This is an optimization exercise on Yosys and OpenROAD, whose aim is small area and a short achievable clock period, not a production implementation. Where RTL was checked, it was by simulation tests only, not by an equivalence proof against the original. No activity file was given, so power comes from the tool's default toggle rates.

pine:
==> flow/design.v <==
module CRD(
    input clock,
    input reset,
    input [4:0] data,
    output reg Z,
    output reg ADD,
    output reg DROP,
    output DROP_w
);
reg [4:0] d1, d2;
reg [4:0] Qp;
wire [4:0] flag = d1 ^ {5{d2[4]}};
wire [4:0] pick = {flag[2] & ~flag[1] & ~flag[0],
                   flag[1] & ~flag[0],
                   flag[0],
                   flag[4] & ~flag[3] & ~flag[2] & ~flag[1] & ~flag[0],
                   flag[3] & ~flag[2] & ~flag[1] & ~flag[0]};
wire sel = (d1 != d2) && (|flag);
wire [4:0] Qc = sel ? pick : Qp;
wire ADD_w = Qp[0] & sel & pick[4];
wire z_pick = (Qp[0] & pick[4]) ^ (|(d1 & pick));
wire z_hold = |(d1 & Qp);
wire z_w = sel ? z_pick : z_hold;
assign DROP_w = Qp[4] & Qc[0];
always @(posedge clock) begin
    if (reset) begin
        d1 <= 5'b0;
        d2 <= 5'b0;
        Qp <= 5'b00001;
        Z <= 1'b0;
        ADD <= 1'b0;
        DROP <= 1'b0;
    end else begin
        d1 <= data;
        d2 <= d1;
        Qp <= Qc;
        Z <= z_w;
        ADD <= ADD_w;
        DROP <= DROP_w;
    end
end
endmodule
module ad_fifo #(parameter N = 41)
(
    input  Clock, Reset,
    input  Z, Add, Drop, DropNext,
    output reg Underflow, Overflow, Data
);
localparam M = N / 2;           
reg [N-1:2] e_q, f_q;           
reg [N-1:1] d_q;
reg a1, z1;                     
reg [N-1:0] h;                  
reg T;                          
reg go;                         
wire [N-1:0] d = {d_q, Drop};
wire [N-1:0] e = {e_q, a1 | (Add & d_q[1]), Add};
wire [N-1:0] f = {f_q, d_q[1] ? Z : z1, ~Drop & Z};
wire [N-1:0] hs = (h & ~d) | ({1'b0, h[N-1:1]} & {1'b0, d[N-1:1]});
wire [N-1:0] h_n = (T | ~go) ? {h[N-2:0], 1'b0} : hs;
wire T_n = go & ~T & (|(h & e));
wire data_n = T ? ~Data & ~Overflow : go & (|(h & f));
wire under_n = go & ~T & hs[0] & ~Add & DropNext;
wire over_n = ~T & h[N-1] & e[N-1] & ~d[N-1];
always @(posedge Clock) begin
    e_q <= e[N-2:1];
    f_q <= f[N-2:1];
    a1 <= Add;
    z1 <= Z;
    d_q <= {d_q[N-2:1], Drop};
    if (Reset) begin
        h <= {{(N-1){1'b0}}, 1'b1};
        T <= 1'b0;
        go <= 1'b0;
        Data <= 1'b0;
        Underflow <= 1'b0;
        Overflow <= 1'b0;
    end else begin
        h <= h_n;
        T <= T_n;
        go <= go | h[M-1];
        Data <= data_n;
        Underflow <= under_n;
        Overflow <= over_n;
    end
end
endmodule
module dr_core
(
    input        clock_480,
    input        reset,
    input  [4:0] data_in,
    output       data_out,
    output       underflow,
    output       overflow
);
wire z_crd, add_crd, drop_crd, drop_next;
CRD crd(
    .clock(clock_480),
    .reset(reset),
    .data(data_in),
    .Z(z_crd),
    .ADD(add_crd),
    .DROP(drop_crd),
    .DROP_w(drop_next)
);
ad_fifo #(.N(41)) fifo
(
    .Clock(clock_480),
    .Reset(reset),
    .Z(z_crd),
    .Add(add_crd),
    .Drop(drop_crd),
    .DropNext(drop_next),
    .Underflow(underflow),
    .Overflow(overflow),
    .Data(data_out)
);
endmodule
==> flow/config.mk <==
export PLATFORM = sky130hd
export DESIGN_NAME = dr_core
export DESIGN_NICKNAME = dr_core
export VERILOG_FILES = /design/flow/design.v
export SDC_FILE = /design/flow/constraint.sdc
export NUM_CORES = 4
export LEC_CHECK = 0
export ABC_AREA = 1
export CAP_MARGIN = 20
export CORE_MARGIN = 2
export CORE_UTILIZATION = 60
export CTS_BUF_LIST = sky130_fd_sc_hd__clkbuf_8
export PLACE_DENSITY = 0.75
export SETUP_SLACK_MARGIN = 1.75
export SLEW_MARGIN = 20
==> flow/constraint.sdc <==
create_clock -name core_clock -period 3.3 [get_ports {clock_480}]
set_input_delay 0.6600 -clock core_clock [delete_from_list [all_inputs] [get_ports {clock_480}]]
set_output_delay 0.6600 -clock core_clock [all_outputs]
set_load 0.01 [all_outputs]
standard.sh (not shown) runs the stock make flow with config.mk's settings and CLKGATE_MAP_FILE= SYNTH_SCRIPT=/design/flow/synth_recipe.tcl, a recipe that flattens the netlist after the stock synthesis.
==> flow/flow/run.sh <==
#!/bin/bash
# The standard layout, with clock tree synthesis told not to add dummy load
# cells for balancing (they are cell area that drives nothing) and to use a
# stronger buffer at the root of the tree.
set -euo pipefail
CTS="-sink_clustering_enable -repair_clock_nets -buf_list sky130_fd_sc_hd__clkbuf_8 -root_buf sky130_fd_sc_hd__clkbuf_16 -dont_use_dummy_load"
bash standard.sh finish "CTS_ARGS=$CTS" > standard.log 2>&1
Setup changes, pine to maple
diff --git a/flow/design.v b/flow/design.v
--- a/flow/design.v
+++ b/flow/design.v
@@ -5,38 +5,37 @@
     output reg Z,
     output reg ADD,
     output reg DROP,
     output DROP_w
 );
-reg [4:0] d1, d2;
-reg [4:0] Qp;
-wire [4:0] flag = d1 ^ {5{d2[4]}};
-wire [4:0] pick = {flag[2] & ~flag[1] & ~flag[0],
-                   flag[1] & ~flag[0],
-                   flag[0],
-                   flag[4] & ~flag[3] & ~flag[2] & ~flag[1] & ~flag[0],
-                   flag[3] & ~flag[2] & ~flag[1] & ~flag[0]};
-wire sel = (d1 != d2) && (|flag);
-wire [4:0] Qc = sel ? pick : Qp;
-wire ADD_w = Qp[0] & sel & pick[4];
-wire z_pick = (Qp[0] & pick[4]) ^ (|(d1 & pick));
-wire z_hold = |(d1 & Qp);
-wire z_w = sel ? z_pick : z_hold;
-assign DROP_w = Qp[4] & Qc[0];
+reg [4:0] data_r;
+reg [4:0] Q;
+reg p0, p4;
+wire [4:0] flag_w = data ^ {5{data_r[4]}};
+wire [4:0] pick = {flag_w[2] & ~flag_w[1] & ~flag_w[0],
+                   flag_w[1] & ~flag_w[0],
+                   flag_w[0],
+                   flag_w[4] & ~flag_w[3] & ~flag_w[2] & ~flag_w[1] & ~flag_w[0],
+                   flag_w[3] & ~flag_w[2] & ~flag_w[1] & ~flag_w[0]};
+wire [4:0] Q_w = ((data != data_r) && (|pick)) ? pick : Q;
+wire ADD_w = p0 & Q[4];
+assign DROP_w = p4 & Q[0];
 always @(posedge clock) begin
     if (reset) begin
-        d1 <= 5'b0;
-        d2 <= 5'b0;
-        Qp <= 5'b00001;
+        data_r <= 5'b0;
+        Q <= 5'b00001;
+        p0 <= 1'b1;
+        p4 <= 1'b0;
         Z <= 1'b0;
         ADD <= 1'b0;
         DROP <= 1'b0;
     end else begin
-        d1 <= data;
-        d2 <= d1;
-        Qp <= Qc;
-        Z <= z_w;
+        data_r <= data;
+        Q <= Q_w;
+        p0 <= Q[0];
+        p4 <= Q[4];
+        Z <= ADD_w ^ (|(data_r & Q));
         ADD <= ADD_w;
         DROP <= DROP_w;
     end
 end
 endmodule
Findings:
- Synthesis-to-layout area growth | maple below pine
- Remaining max-slew budget at the tightest pin improves in maple relative to pine.
- Post-route total power went down by a few percent going from pine to maple.
- Fmax: maple lower than pine
- Per the comparison of maple with pine, fraction of the cycle the final worst path needs went up 0.16 points; number of nets produced by synthesis went down 2.
- The worst setup slack reported for maple is smaller than that of pine by 0.0052 ns.
Function not checked in pine: the RTL went through the layout flow alone.

[separate check: timing with driven ports]
The results above use ideal ports. As a check the final layouts listed here were re-extracted and re-timed, cells and wires unchanged.
Step 1, drivers: a clkbuf_16 drives clock_480 and a buf_2 each remaining input, both assumed.
Step 2 times the ports against the registers' clock, not the clock port: input delays grow and output delays shrink by t, the midpoint of the rising clock arrivals with the driver on.
Three values: ideal ports, drivers, drivers and shift; two values: the first two.
run | t, ns | setup slack, ns | pins driven straight from the clock port
pine | 0.398 | 1.810 / 1.772 / 1.542 | 1
maple | 0.401 | 1.805 / 1.764 / 1.464 | 1
After both steps every run listed still meets setup and hold. For maple, which loses most, drivers alone change the setup slack by -0.041 ns; drivers and shift together by -0.341 ns.
